From an optimization exercise on the open Yosys and OpenROAD flow, aimed at small area; shortcuts taken in it are not production practice. Only simulation tests tie the RTL to the original design; equivalence was not proved. Power and IR drop assume default switching activity.

<file path="flow/constraint.sdc">
create_clock -name core_clock -period 15.0 [get_ports {clk}]
set_input_delay 3.0000 -clock core_clock [delete_from_list [all_inputs] [get_ports {clk}]]
set_output_delay 3.0000 -clock core_clock [all_outputs]
set_load 0.01 [all_outputs]
</file>
<file path="flow/design.v">
`timescale 1ns / 1ps
module alu_add(input [31:0] a, input [31:0] b, input ci, output [31:0] s);
    wire [31:0] p, g, c;
    alu_pg    pg (.a(a), .b(b), .ci(ci), .p(p), .g(g));
    alu_carry cy (.p(p), .g(g), .c(c));
    alu_sum   sm (.p(p), .c(c), .ci(ci), .s(s));
endmodule
module alu_pg(input [31:0] a, input [31:0] b, input ci, output [31:0] p, output [31:0] g);
    assign p = a ^ b;
    assign g = {a[31:1] & b[31:1], (a[0] & b[0]) | (ci & (a[0] ^ b[0]))};
endmodule
module alu_sum(input [31:0] p, input [31:0] c, input ci, output [31:0] s);
    assign s = p ^ {c[30:0], ci};
endmodule
module alu_carry(input [31:0] p, input [31:0] g, output [31:0] c);
    reg  [31:0] G, P;
    integer i, d;
    always @(*) begin
        G = g;
        P = p;
        for (d = 1; d < 32; d = d * 2)
            for (i = 2 * d - 1; i < 32; i = i + 2 * d) begin
                G[i] = G[i] | (P[i] & G[i - d]);
                P[i] = P[i] & P[i - d];
            end
        for (d = 8; d >= 1; d = d / 2)
            for (i = 3 * d - 1; i < 32; i = i + 2 * d) begin
                G[i] = G[i] | (P[i] & G[i - d]);
                P[i] = P[i] & P[i - d];
            end
    end
    assign c = G;
endmodule
`timescale 1ns / 1ps
module sel31(input [31:1] s, input [31:1] d, input x, output y);
    wire [10:0] n;
    genvar i;
    generate
        for (i = 0; i < 10; i = i + 1) begin : g_a
            c_a222oi u (.a1(s[3*i+1]), .a2(d[3*i+1]), .b1(s[3*i+2]), .b2(d[3*i+2]),
                        .c1(s[3*i+3]), .c2(d[3*i+3]), .y(n[i]));
        end
    endgenerate
    c_nand2 u10 (.a(s[31]), .b(d[31]), .y(n[10]));
    wire p0, p1, p2;
    c_nand4 w0 (.a(n[0]), .b(n[1]), .c(n[2]), .d(n[3]), .y(p0));
    c_nand4 w1 (.a(n[4]), .b(n[5]), .c(n[6]), .d(n[7]), .y(p1));
    c_nand3 w2 (.a(n[8]), .b(n[9]), .c(n[10]), .y(p2));
    c_or4   w3 (.a(p0), .b(p1), .c(p2), .d(x), .y(y));
endmodule
module sel9(input [8:0] s, input [8:0] d, output y);
    wire n0, n1, n2;
    c_a222oi u0 (.a1(s[0]), .a2(d[0]), .b1(s[1]), .b2(d[1]), .c1(s[2]), .c2(d[2]), .y(n0));
    c_a222oi u1 (.a1(s[3]), .a2(d[3]), .b1(s[4]), .b2(d[4]), .c1(s[5]), .c2(d[5]), .y(n1));
    c_a222oi u2 (.a1(s[6]), .a2(d[6]), .b1(s[7]), .b2(d[7]), .c1(s[8]), .c2(d[8]), .y(n2));
    c_nand3  w  (.a(n0), .b(n1), .c(n2), .y(y));
endmodule
module sel4(input [3:0] s, input [3:0] d, output y);
    assign y = |(s & d);
endmodule
module wb_bit(input [3:0] rs, input [3:0] rd, input as, input ad, input zs, input zd,
              output y);
    wire n0, n1;
    c_a222oi u0 (.a1(rs[0]), .a2(rd[0]), .b1(rs[1]), .b2(rd[1]), .c1(rs[2]), .c2(rd[2]), .y(n0));
    c_a222oi u1 (.a1(rs[3]), .a2(rd[3]), .b1(as), .b2(ad), .c1(zs), .c2(zd), .y(n1));
    c_nand2  w  (.a(n0), .b(n1), .y(y));
endmodule
module hold #(parameter W = 32) (input [W-1:0] q, input we, input wen, input [W-1:0] w,
                                 output [W-1:0] d);
    genvar i;
    generate
        for (i = 0; i < W; i = i + 1) begin : g_b
            c_o22ai u (.a1(q[i]), .a2(we), .b1(w[i]), .b2(wen), .y(d[i]));
        end
    endgenerate
endmodule
module c_o22ai(input a1, a2, b1, b2, output y);
    assign y = ~((a1 | a2) & (b1 | b2));
endmodule
module c_a222oi(input a1, a2, b1, b2, c1, c2, output y);
    assign y = ~((a1 & a2) | (b1 & b2) | (c1 & c2));
endmodule
module c_nand2(input a, b, output y);
    assign y = ~(a & b);
endmodule
module c_nand3(input a, b, c, output y);
    assign y = ~(a & b & c);
endmodule
module c_nand4(input a, b, c, d, output y);
    assign y = ~(a & b & c & d);
endmodule
module c_or4(input a, b, c, d, output y);
    assign y = a | b | c | d;
endmodule
`timescale 1ns / 1ps
module tinycpu(
    input         clk,
    input         rstn,           
    input         stall,          
    input  [31:0] instr,          
    output [5:0]  imem_addr,      
    output        rf_we,          
    output [4:0]  rf_waddr,
    output [31:0] rf_wdata,
    output        dm_we,          
    output        dm_half,        
    output [4:0]  dm_addr,
    output [31:0] dm_wdata
    );
integer i, j;
genvar g, b;
reg [5:0] pc;
always @(posedge clk or negedge rstn) begin
    if (!rstn)
        pc <= 6'd0;
    else if (!stall)
        pc <= pc + 1'b1;
end
reg ph;
always @(posedge clk or negedge rstn) begin
    if (!rstn)
        ph <= 1'b0;
    else
        ph <= ~ph;
end
wire [6:0] op  = instr[6:0];
wire [2:0] f3  = instr[14:12];
wire [6:0] f7  = instr[31:25];
wire [4:0] rd  = instr[11:7];
wire [4:0] rs1 = instr[19:15];
wire [4:0] rs2 = instr[24:20];
wire low_ok = ~op[6] & ~op[3] & ~op[2] & op[1] & op[0];
wire is_r   = low_ok &  op[5] &  op[4];
wire is_i   = low_ok & ~op[5] &  op[4];
wire is_l   = low_ok & ~op[5] & ~op[4];
wire is_s   = low_ok &  op[5] & ~op[4];
wire half   = ~f3[2] & ~f3[1];
reg  [31:0] r [1:31];           
reg  [31:1] v;                  
wire [31:0] wdata_e;            
wire        rf_wen = rf_we & ~stall;
generate
    for (g = 1; g < 32; g = g + 1) begin : g_reg
        wire we_g = rf_wen & (rd == g);
        wire [31:0] next_g;
        hold #(32) h (.q(r[g]), .we(we_g), .wen(~we_g), .w(wdata_e), .d(next_g));
        always @(posedge clk)
            r[g] <= next_g;
        always @(posedge clk or negedge rstn)
            if (!rstn)
                v[g] <= 1'b0;
            else if (we_g)
                v[g] <= 1'b1;
    end
endgenerate
reg  [31:1] sel1, sel2;
always @(*)
    for (i = 1; i < 32; i = i + 1) begin
        sel1[i] = (rs1 == i) & v[i];
        sel2[i] = (rs2 == i) & v[i];
    end
wire none1 = ~|sel1;
wire none2 = ~|sel2;
wire [31:0] idx1_e = {27'b0, rs1} ^ {32{ph}};
wire [31:0] idx2_e = {27'b0, rs2} ^ {32{ph}};
wire [31:0] ix1 = {{27{none1 & ph}}, {5{none1}} & idx1_e[4:0]};
wire [31:0] ix2 = {{27{none2 & ph}}, {5{none2}} & idx2_e[4:0]};
wire [31:0] rs1_e, rs2_e;       
generate
    for (b = 0; b < 32; b = b + 1) begin : g_rp
        wire [31:1] col;
        for (g = 1; g < 32; g = g + 1) begin : g_c
            assign col[g] = r[g][b];
        end
        sel31 p1 (.s(sel1), .d(col), .x(ix1[b]), .y(rs1_e[b]));
        sel31 p2 (.s(sel2), .d(col), .x(ix2[b]), .y(rs2_e[b]));
    end
endgenerate
wire [31:0] imm   = {{20{instr[31]}}, instr[31:25], op[5] ? instr[11:7] : instr[24:20]};
wire [31:0] opb_e = (op[5] & op[4]) ? rs2_e : (imm ^ {32{ph}});
wire [31:0] sum_e;
alu_add adder (.a(rs1_e), .b(opb_e), .ci(ph), .s(sum_e));
reg  [7:0] m [0:31];            
reg  [31:0] mv;                 
wire [4:0] a  = sum_e[4:0] ^ {5{ph}};
wire [1:0] s  = a[1:0];
wire [2:0] wb = a[4:2];
reg  [7:0] wsel;                
reg  [7:0] cs [0:3];            
reg  [3:0] kk [0:3];            
always @(*) begin
    for (i = 0; i < 8; i = i + 1)
        wsel[i] = (wb == i);
    for (j = 0; j < 4; j = j + 1) begin
        cs[j] = (j < s) ? {wsel[6:0], wsel[7]} : wsel;
        for (i = 0; i < 4; i = i + 1)
            kk[j][i] = (((j - s) & 3) == i);
    end
end
reg  [7:0] zs [0:3];
reg  [3:0] znone;
always @(*)
    for (j = 0; j < 4; j = j + 1) begin
        for (i = 0; i < 8; i = i + 1)
            zs[j][i] = cs[j][i] & mv[4*i+j];
        znone[j] = ~|zs[j];
    end
wire [7:0] z_e [0:3];
generate
    for (g = 0; g < 4; g = g + 1) begin : g_z
        for (b = 0; b < 8; b = b + 1) begin : g_zb
            sel9 u (.s({znone[g], zs[g]}),
                    .d({ph, m[28+g][b], m[24+g][b], m[20+g][b], m[16+g][b],
                        m[12+g][b], m[8+g][b], m[4+g][b], m[g][b]}),
                    .y(z_e[g][b]));
        end
    end
endgenerate
wire [7:0] st_e [0:3];
generate
    for (g = 0; g < 4; g = g + 1) begin : g_st
        for (b = 0; b < 8; b = b + 1) begin : g_stb
            sel4 u (.s(kk[g]),
                    .d({rs2_e[24+b], rs2_e[16+b], rs2_e[8+b], rs2_e[b]}),
                    .y(st_e[g][b]));
        end
    end
endgenerate
wire dm_wen = is_s & ~stall;
generate
    for (g = 0; g < 32; g = g + 1) begin : g_byte
        wire we_g = dm_wen & cs[g % 4][g / 4] & (kk[g % 4][0] | kk[g % 4][1] | ~half);
        wire [7:0] next_g;
        hold #(8) h (.q(m[g]), .we(we_g), .wen(~we_g), .w(st_e[g % 4]), .d(next_g));
        always @(posedge clk)
            m[g] <= next_g;
        always @(posedge clk or negedge rstn)
            if (!rstn)
                mv[g] <= 1'b0;
            else if (we_g)
                mv[g] <= 1'b1;
    end
endgenerate
wire alu_ok = (is_r & (f3 == 3'b000) & (f7 == 7'b0)) | (is_i & (f3 == 3'b000)) | is_s;
reg  [3:0] rot [0:3];
reg  [3:0] zero;
always @(*)
    for (i = 0; i < 4; i = i + 1) begin
        for (j = 0; j < 4; j = j + 1)
            rot[i][j] = is_l & kk[j][i] & (i < 2 | ~half);
        zero[i] = is_l ? (i >= 2 & half) : ~alu_ok;
    end
generate
    for (b = 0; b < 32; b = b + 1) begin : g_wb
        wb_bit u (.rs(rot[b / 8]),
                  .rd({z_e[3][b % 8], z_e[2][b % 8], z_e[1][b % 8], z_e[0][b % 8]}),
                  .as(alu_ok), .ad(sum_e[b]), .zs(zero[b / 8]), .zd(ph), .y(wdata_e[b]));
    end
endgenerate
assign imem_addr = pc;
assign rf_we     = is_r | is_i | is_l;
assign rf_waddr  = rd;
assign rf_wdata  = wdata_e ^ {32{ph}};
assign dm_we     = is_s;
assign dm_half   = (is_l | is_s) & half;
assign dm_addr   = a & {5{alu_ok | is_l}};
assign dm_wdata  = rs2_e ^ {32{ph}};
endmodule
</file>
<file path="flow/config.mk">
export PLATFORM = sky130hd
export DESIGN_NAME = tinycpu
export DESIGN_NICKNAME = tinycpu
export VERILOG_FILES = /design/flow/design.v
export SDC_FILE = /design/flow/constraint.sdc
export NUM_CORES = 8
export LEC_CHECK = 0
export CAP_MARGIN = 20
export CORE_MARGIN = 2
export CORE_UTILIZATION = 60
export SETUP_SLACK_MARGIN = 0.2
export SLEW_MARGIN = 20
export SYNTH_HIERARCHICAL = 1
export SYNTH_MINIMUM_KEEP_SIZE = 0
</file>
<file path="flow/flow/run.sh">
#!/bin/bash
# Own layout flow: the standard ORFS layout (standard.sh, which runs the
# standard synthesis unchanged) with a leaner clock tree (no dummy loads, sink
# clusters of up to 30 flip-flops on clkbuf_16) and the smallest buffer on the
# ports. The full output of the flow goes to flow.log in this folder; ORFS keeps
# each step's own log under orfs/logs/.
set -euo pipefail
export CTS_ARGS="-sink_clustering_enable -repair_clock_nets -dont_use_dummy_load -buf_list sky130_fd_sc_hd__clkbuf_16 -sink_clustering_size 30 -sink_clustering_max_diameter 70"
export BUFFER_PORTS_ARGS="-buffer_cell sky130_fd_sc_hd__buf_1"
bash standard.sh > flow.log 2>&1
</file>
<file path="flow/standard.sh">
#!/bin/bash
# synth_recipe.tcl (not shown) runs the flow's synth.tcl, then flattens the netlist and writes it again
# the make line also repeats each setting of config.mk as NAME=value (left out here)
make -C /OpenROAD-flow-scripts/flow DESIGN_CONFIG=/design/flow/config.mk WORK_HOME=/design/flow/orfs CLKGATE_MAP_FILE= SYNTH_SCRIPT=/design/flow/synth_recipe.tcl "${@:-finish}"
</file>
==> impl_metrics.prom, run 1 <==
# TYPE chip_impl_metric gauge
chip_impl_info{name="outcome",value="finished clean"} 1
chip_impl_metric{name="clock_path_buffers",unit=""} 3
chip_impl_info{name="layout_common_cells",value="sky130_fd_sc_hd__o22ai_1, sky130_fd_sc_hd__dfxtp_1, sky130_fd_sc_hd__a222oi_1"} 1
chip_impl_metric{name="drive_gt1_frac",unit=""} 0.0653
chip_impl_metric{name="timing.setup.tns",unit="ns"} 0
chip_impl_metric{name="numPortBuffers",unit=""} 117
chip_impl_metric{name="fp.dieW",unit="um"} 296
chip_impl_metric{name="post_cts_resize_count",unit=""} 0
chip_impl_metric{name="final.fill_count",unit=""} 6979
chip_impl_metric{name="slew_headroom",unit=""} 0.309
chip_impl_metric{name="post_layout_nets",unit=""} 5116
chip_impl_metric{name="total_power",unit="mW"} 6.24
chip_impl_metric{name="clock-skew-final",unit="ns"} 0.0617
chip_impl_metric{name="irDropWorstVdd",unit="uV"} 149
chip_impl_metric{name="first_global_vias",unit=""} 48100
chip_impl_info{name="grt_setup_unrepaired",value="no"} 1
chip_impl_info{name="timing.setup.critical_path_class",value="in2out"} 1
chip_impl_metric{name="timing_hold_violations_final",unit=""} 0
chip_impl_metric{name="htree_num_levels",unit=""} 2
chip_impl_metric{name="worstRegToRegCells",unit=""} 24
chip_impl_info{name="reg2reg_to",value="r[5][31]"} 1
chip_impl_metric{name="cts.clk_slew.worst_paths",unit="ns"} 0.10
chip_impl_info{name="min-delay-start",value="m[9][0]"} 1
chip_impl_metric{name="core",unit="sq um"} 84900
chip_impl_info{name="cts_tree",value="done"} 1
chip_impl_metric{name="synthesis.area_per_instance",unit="sq um"} 10.8
chip_impl_metric{name="antenna_found_initial",unit=""} 29
chip_impl_metric{name="cap_viol_max_count",unit=""} 0
chip_impl_metric{name="design.die.area",unit="sq um"} 87600
chip_impl_info{name="layout_commonest_cell",value="sky130_fd_sc_hd__o22ai_1"} 1
chip_impl_metric{name="worstMarginPinSlew",unit="ns"} 1.04
chip_impl_metric{name="area_growth",unit="%"} 8.85
chip_impl_metric{name="first_iter_violations",unit=""} 13500
chip_impl_info{name="crit_path_start_kind",value="input pin"} 1
chip_impl_info{name="hold_path_end",value="m[9][0]"} 1
chip_impl_metric{name="multiInputGateArea",unit="sq um"} 24000
chip_impl_metric{name="power_per_cell_area",unit="nW/um^2"} 112
chip_impl_metric{name="firstDrtPassIters",unit=""} 17
chip_impl_metric{name="num_vias",unit=""} 54000
chip_impl_metric{name="synth_fp_nets",unit=""} 4813
chip_impl_metric{name="cp.required",unit="ns"} 12.00
chip_impl_metric{name="route.antenna.remaining_nets",unit=""} 0
chip_impl_metric{name="fmax",unit="MHz"} 69.3
chip_impl_info{name="root_buffer",value="sky130_fd_sc_hd__clkbuf_16"} 1
chip_impl_metric{name="die_height",unit="um"} 296
chip_impl_metric{name="mappedNetlistArea",unit="sq um"} 51200
chip_impl_metric{name="register_area",unit="sq um"} 26700
chip_impl_metric{name="timing.final.max_slew_violations",unit=""} 0
chip_impl_metric{name="cts_inserted_buffers",unit=""} 56
chip_impl_metric{name="final_cycle_share",unit=""} 0.962
chip_impl_metric{name="post-route-drc-count",unit=""} 0
chip_impl_metric{name="clock_sink_count",unit=""} 1318
chip_impl_info{name="min_delay_worst_type",value="reg2reg"} 1
chip_impl_metric{name="p_leak",unit="nW"} 20.2
chip_impl_metric{name="hold-path-cell-count",unit=""} 1
chip_impl_metric{name="timing.critical_path.arrival",unit="ns"} 11.43
chip_impl_metric{name="ios",unit=""} 118
chip_impl_info{name="reg2reg_from",value="v[13]"} 1
chip_impl_metric{name="synthCells",unit=""} 4741
chip_impl_metric{name="timing.final.setup_violations",unit=""} 0
chip_impl_metric{name="dp_hpwl",unit="um"} 154000
chip_impl_metric{name="fin_crit",unit="ns"} 14.43
chip_impl_metric{name="util_after_layout",unit=""} 0.656
chip_impl_metric{name="insertion_delay",unit="ns"} 0.72
chip_impl_metric{name="worst-path-max-fanout",unit=""} 28
chip_impl_info{name="timing.critical_path.from",value="instr[21]"} 1
chip_impl_metric{name="grt.overflow.total",unit=""} 0
chip_impl_metric{name="regToRegSetupSlack",unit="ns"} 6.39
chip_impl_metric{name="avgViaCountPerCell",unit=""} 8.71
chip_impl_metric{name="grt_max_degree",unit=""} 75
chip_impl_metric{name="cts_hold_buf",unit=""} 0
chip_impl_metric{name="row_count",unit=""} 107
chip_impl_metric{name="grtUsageTotal",unit=""} 0.525
chip_impl_metric{name="post_drt_wl_per_cell",unit="um"} 38.7
chip_impl_metric{name="gp_routability_congestion",unit=""} 1.05
chip_impl_metric{name="cts_post_setup_buffers_inserted",unit=""} 0
chip_impl_info{name="cp-end-kind",value="output pin"} 1
chip_impl_metric{name="routed_wirelength",unit="um"} 240000
chip_impl_metric{name="grt_pass1_wl",unit="um"} 338000
chip_impl_metric{name="yosys_warnings",unit=""} 20
chip_impl_metric{name="initial_utilization",unit=""} 0.603
## routing by layer
layer | track usage | routed length [um] | share of wire | vias to the layer above
li1 | - | - | - | 21700
met1 | 0.650 | 80400 | 0.33 | 25700
met2 | 0.714 | 92100 | 0.38 | 5257
met3 | 0.238 | 43300 | 0.18 | 1343
met4 | 0.389 | 24100 | 0.10 | 24
met5 | 0 | 250 | 0.0010 | -
## stage by stage
stage / setup slack [ns] / area, sq um / std cells / hold WS (ns)
final: 0.573 / 55700 / 6202 / 0.450
after global routing: 0.458 / 55700 / 6188 / 0.459
after CTS: 0.953 / 55600 / 6186 / 0.448
after detailed placement: 0.978 / 54200 / 6130 / 0.436
after global placement: 1.21 / 54200 / 6130 / 0.428
after floorplan: 1.49 / 51200 / 4741 / 0.421
## worst max path at each step
stage,endpoint,depth (start not counted),slack [ns]
after floorplan,rf_wdata[16],26,1.49
after global placement,rf_wdata[0],26,1.21
after detailed placement,rf_wdata[0],26,0.98
after CTS,rf_wdata[0],26,0.95
after global routing,rf_wdata[5],26,0.46
final,rf_wdata[0],26,0.57
## power breakdown
part           switching [mW]  total, mW  internal, mW
logic                   0.521      0.763         0.242
clock network            1.10       1.76         0.668
registers              0.0917       3.72          3.62
total                    1.71       6.24          4.53
## critical path: stages
cell and delay [ns]:
sky130_fd_sc_hd__buf_1 0.44, sky130_fd_sc_hd__nor2b_1 0.33, sky130_fd_sc_hd__and3_2 0.43, sky130_fd_sc_hd__buf_4 0.33
sky130_fd_sc_hd__a222oi_1 0.38, sky130_fd_sc_hd__nand4_1 0.20, sky130_fd_sc_hd__or4_1 0.62, sky130_fd_sc_hd__buf_4 0.22
sky130_fd_sc_hd__o22ai_1 0.17, sky130_fd_sc_hd__a21oi_1 0.06, sky130_fd_sc_hd__ha_1 0.32, sky130_fd_sc_hd__a21o_1 0.19
sky130_fd_sc_hd__a21o_1 0.21, sky130_fd_sc_hd__a21o_1 0.23, sky130_fd_sc_hd__xor2_2 0.69, sky130_fd_sc_hd__nand2b_1 0.32
sky130_fd_sc_hd__o22a_1 0.37, sky130_fd_sc_hd__nor2b_1 0.21, sky130_fd_sc_hd__or4_1 0.57, sky130_fd_sc_hd__nor4b_2 0.66
sky130_fd_sc_hd__a222oi_1 0.19, sky130_fd_sc_hd__nand3_1 0.28, sky130_fd_sc_hd__a222oi_1 0.16, sky130_fd_sc_hd__nand2_1 0.34
sky130_fd_sc_hd__xor2_1 0.26, sky130_fd_sc_hd__buf_1 0.19
## state kept, by name (all words and copies together), names as in the netlist
register / flops
ph: 1
m: 256
r: 992
v: 31
pc: 6
mv: 32
## final cells by class
class                      instances  area share
antenna                           16    0.000719
timing repair buffer             300      0.0326
inverter                          76     0.00512
clock buffer                      56      0.0252
multi-input combinational       3292       0.431
sequential                      1318       0.480
tap                             1144      0.0257
==> inputs of run 2 (changes only) <==
==> flow/flow/run.sh (replaced) <==
#!/bin/bash
# Own layout flow: the standard ORFS layout (standard.sh, which runs the
# standard synthesis unchanged) with a leaner clock tree (no dummy loads, sink
# clusters of up to 25 flip-flops on clkbuf_16) and the smallest buffer on the
# ports. The full output of the flow goes to flow.log in this folder; ORFS keeps
# each step's own log under orfs/logs/.
set -euo pipefail
export CTS_ARGS="-sink_clustering_enable -repair_clock_nets -dont_use_dummy_load -buf_list sky130_fd_sc_hd__clkbuf_16 -sink_clustering_size 25 -sink_clustering_max_diameter 80"
export BUFFER_PORTS_ARGS="-buffer_cell sky130_fd_sc_hd__buf_1"
bash standard.sh > flow.log 2>&1
==> impl_metrics.prom, run 2 <==
# TYPE chip_impl_metric gauge
chip_impl_info{name="cp_slowest_cell",value="sky130_fd_sc_hd__xor2_2"} 1
chip_impl_metric{name="cts_hold_buf",unit=""} 0
chip_impl_metric{name="cts_inserted_buffers",unit=""} 60
chip_impl_info{name="min_delay_worst_type",value="reg2reg"} 1
chip_impl_metric{name="final.fill_count",unit=""} 6964
chip_impl_metric{name="register_area",unit="sq um"} 26700
chip_impl_metric{name="htree_num_levels",unit=""} 2
chip_impl_metric{name="grt.overflow.total",unit=""} 0
chip_impl_metric{name="power_per_cell_area",unit="nW/um^2"} 113
chip_impl_metric{name="dp_hpwl",unit="um"} 154000
chip_impl_info{name="leading_registers_by_flop_count",value="r (992), m (256), mv (32)"} 1
chip_impl_metric{name="total_power",unit="mW"} 6.29
chip_impl_metric{name="post_cts_resize_count",unit=""} 0
chip_impl_metric{name="area_growth",unit="%"} 9.09
chip_impl_metric{name="final_cycle_share",unit=""} 0.965
chip_impl_metric{name="avgViaCountPerCell",unit=""} 8.68
chip_impl_metric{name="util_after_layout",unit=""} 0.658
chip_impl_metric{name="post_layout_nets",unit=""} 5120
chip_impl_metric{name="initial_utilization",unit=""} 0.603
chip_impl_metric{name="routed_wirelength",unit="um"} 240000
chip_impl_metric{name="drive_gt1_frac",unit=""} 0.0660
chip_impl_metric{name="synthCells",unit=""} 4741
chip_impl_info{name="layout_commonest_cell",value="sky130_fd_sc_hd__o22ai_1"} 1
chip_impl_metric{name="synthesis.area_per_instance",unit="sq um"} 10.8
chip_impl_info{name="layout_common_cells",value="sky130_fd_sc_hd__o22ai_1, sky130_fd_sc_hd__dfxtp_1, sky130_fd_sc_hd__a222oi_1"} 1
chip_impl_metric{name="grt_pass1_wl",unit="um"} 337000
chip_impl_info{name="grt_setup_unrepaired",value="no"} 1
chip_impl_metric{name="timing.final.setup_violations",unit=""} 0
chip_impl_metric{name="worst-path-max-fanout",unit=""} 28
chip_impl_metric{name="numPortBuffers",unit=""} 117
chip_impl_info{name="cp-end-kind",value="output pin"} 1
chip_impl_metric{name="first_global_vias",unit=""} 48300
chip_impl_metric{name="clock_sink_count",unit=""} 1318
chip_impl_metric{name="dp_cells",unit=""} 6130
chip_impl_metric{name="fp.dieW",unit="um"} 296
chip_impl_metric{name="multiInputGateArea",unit="sq um"} 24000
chip_impl_info{name="critical_path.top_delay_family",value="simple AND/OR/NAND/NOR gates"} 1
chip_impl_metric{name="clock_path_buffers",unit=""} 3
chip_impl_metric{name="timing.critical_path.buf_inv",unit=""} 4
chip_impl_info{name="root_buffer",value="sky130_fd_sc_hd__clkbuf_16"} 1
chip_impl_metric{name="yosys_warnings",unit=""} 20
chip_impl_metric{name="fin_crit",unit="ns"} 14.47
chip_impl_info{name="timing.setup.critical_path_class",value="in2out"} 1
chip_impl_metric{name="critical-path-max-stage-delay",unit="ns"} 0.70
chip_impl_metric{name="largest_reg_flops",unit=""} 992
chip_impl_info{name="crit_path_start_kind",value="input pin"} 1
chip_impl_metric{name="num_vias",unit=""} 54000
chip_impl_metric{name="cap_viol_max_count",unit=""} 0
chip_impl_metric{name="die_height",unit="um"} 296
chip_impl_info{name="cts_tree",value="done"} 1
chip_impl_info{name="outcome",value="finished clean"} 1
chip_impl_metric{name="cp.required",unit="ns"} 12.00
chip_impl_metric{name="synth_fp_nets",unit=""} 4813
chip_impl_metric{name="cts.clk_slew.worst_paths",unit="ns"} 0.09
chip_impl_metric{name="insertion_delay",unit="ns"} 0.72
chip_impl_metric{name="core",unit="sq um"} 84900
chip_impl_metric{name="gp_routability_congestion",unit=""} 1.05
chip_impl_metric{name="fmax",unit="MHz"} 69.1
chip_impl_metric{name="timing.final.max_slew_violations",unit=""} 0
chip_impl_metric{name="design_area",unit="sq um"} 55800
chip_impl_metric{name="fin_cells",unit=""} 6215
chip_impl_info{name="registers.top_by_ff_count",value="r"} 1
chip_impl_metric{name="antenna_found_initial",unit=""} 31
chip_impl_metric{name="timing.critical_path.arrival",unit="ns"} 11.47
chip_impl_metric{name="timing.setup.tns",unit="ns"} 0
chip_impl_metric{name="grt_max_degree",unit=""} 75
chip_impl_metric{name="first_iter_violations",unit=""} 13400
chip_impl_metric{name="route.antenna.remaining_nets",unit=""} 0
chip_impl_metric{name="timing_hold_violations_final",unit=""} 0
chip_impl_metric{name="irDropWorstVdd",unit="uV"} 97.1
chip_impl_metric{name="ios",unit=""} 118
chip_impl_metric{name="design.die.area",unit="sq um"} 87600
chip_impl_metric{name="mappedNetlistArea",unit="sq um"} 51200
chip_impl_metric{name="row_count",unit=""} 107
chip_impl_metric{name="worstMarginPinSlew",unit="ns"} 1.03
chip_impl_metric{name="firstDrtPassIters",unit=""} 17
chip_impl_metric{name="post_drt_wl_per_cell",unit="um"} 38.6
chip_impl_metric{name="grtUsageTotal",unit=""} 0.523
chip_impl_metric{name="clock-skew-final",unit="ns"} 0.0901
chip_impl_metric{name="p_leak",unit="nW"} 20.3
chip_impl_metric{name="post-route-drc-count",unit=""} 0
chip_impl_metric{name="cts_post_setup_buffers_inserted",unit=""} 0
chip_impl_metric{name="slew_headroom",unit=""} 0.312
chip_impl_metric{name="area_post_placement",unit="sq um"} 54200
## run 2: path summary, 6_finish.rpt
| kind | from | end | slack, ns | cells after the start |
|---|---|---|---|---|
| min in group asynchronous | rstn | pc[4] | 2.30 | 1 |
| worst min-delay path | m[28][1] | m[28][1] | 0.45 | 1 |
| worst max-delay path | instr[21] | rf_wdata[0] | 0.53 | 26 |
| worst max register to register | v[13] | r[24][31] | 6.38 | 24 |
| max in group asynchronous | rstn | ph | 11.53 | 2 |
| worst min register to register | m[28][1] | m[28][1] | 0.45 | 1 |
## run 2: report_power, final
group          internal (mW)  leakage [nW]  switching (mW)  total, mW
registers               3.62          12.4          0.0923       3.72
logic                  0.242          7.19           0.515      0.757
clock network          0.712         0.739            1.10       1.81
## run 2: final cells by class
cell class	count	area share
antenna	25	0.00112
clock buffer	60	0.0269
inverter	76	0.00511
multi-input combinational	3292	0.430
sequential	1318	0.479
tap	1144	0.0256
timing repair buffer	300	0.0326
## run 2: layer usage
| layer | wire length, um | track usage | up-vias |
|---|---|---|---|
| met5 | 349 | 0.0211 | - |
| met4 | 22500 | 0.375 | 22 |
| met3 | 42600 | 0.227 | 1245 |
| met2 | 93200 | 0.719 | 5128 |
| met1 | 80900 | 0.651 | 25900 |
| li1 | - | - | 21700 |
## run 2: per-stage QoR
| stage | worst slack (ns) | hold slack (ns) |
|---|---|---|
| global route | 0.455 | 0.461 |
| detailed placement | 0.978 | 0.436 |
| CTS | 0.956 | 0.450 |
| floorplan | 1.49 | 0.421 |
| finish | 0.532 | 0.447 |
| global placement | 1.21 | 0.428 |

==> separate check: timing with driven ports <==
No port has a modelled driver above. Below, the same layouts with a new extraction and two added sets of constraints.
Step 1, drivers: a clkbuf_16 drives clk and a buf_2 each remaining input, both assumed.
Step 2 also shifts input and output timing later by t, the mid clock arrival at the registers, as if the neighbouring blocks saw the same clock.
Slacks: no drivers / after step 1 / after step 2; pairs: no drivers / after step 1.
run | t, ns | slack for setup (ns) | worst setup path after step 2 | worst slew at a driven data input, ns | cell pins on the clock port's net
run 1 | 0.769 | 0.573 / 0.516 / 0.516 | input to output | 0.07 | 1
run 2 | 0.754 | 0.532 / 0.474 / 0.474 | input to output | 0.07 | 1
After both steps setup and hold are still met in every run listed. The setup slack of run 2, which loses most, moves by -0.058 ns with the drivers and by -0.058 ns with both steps.
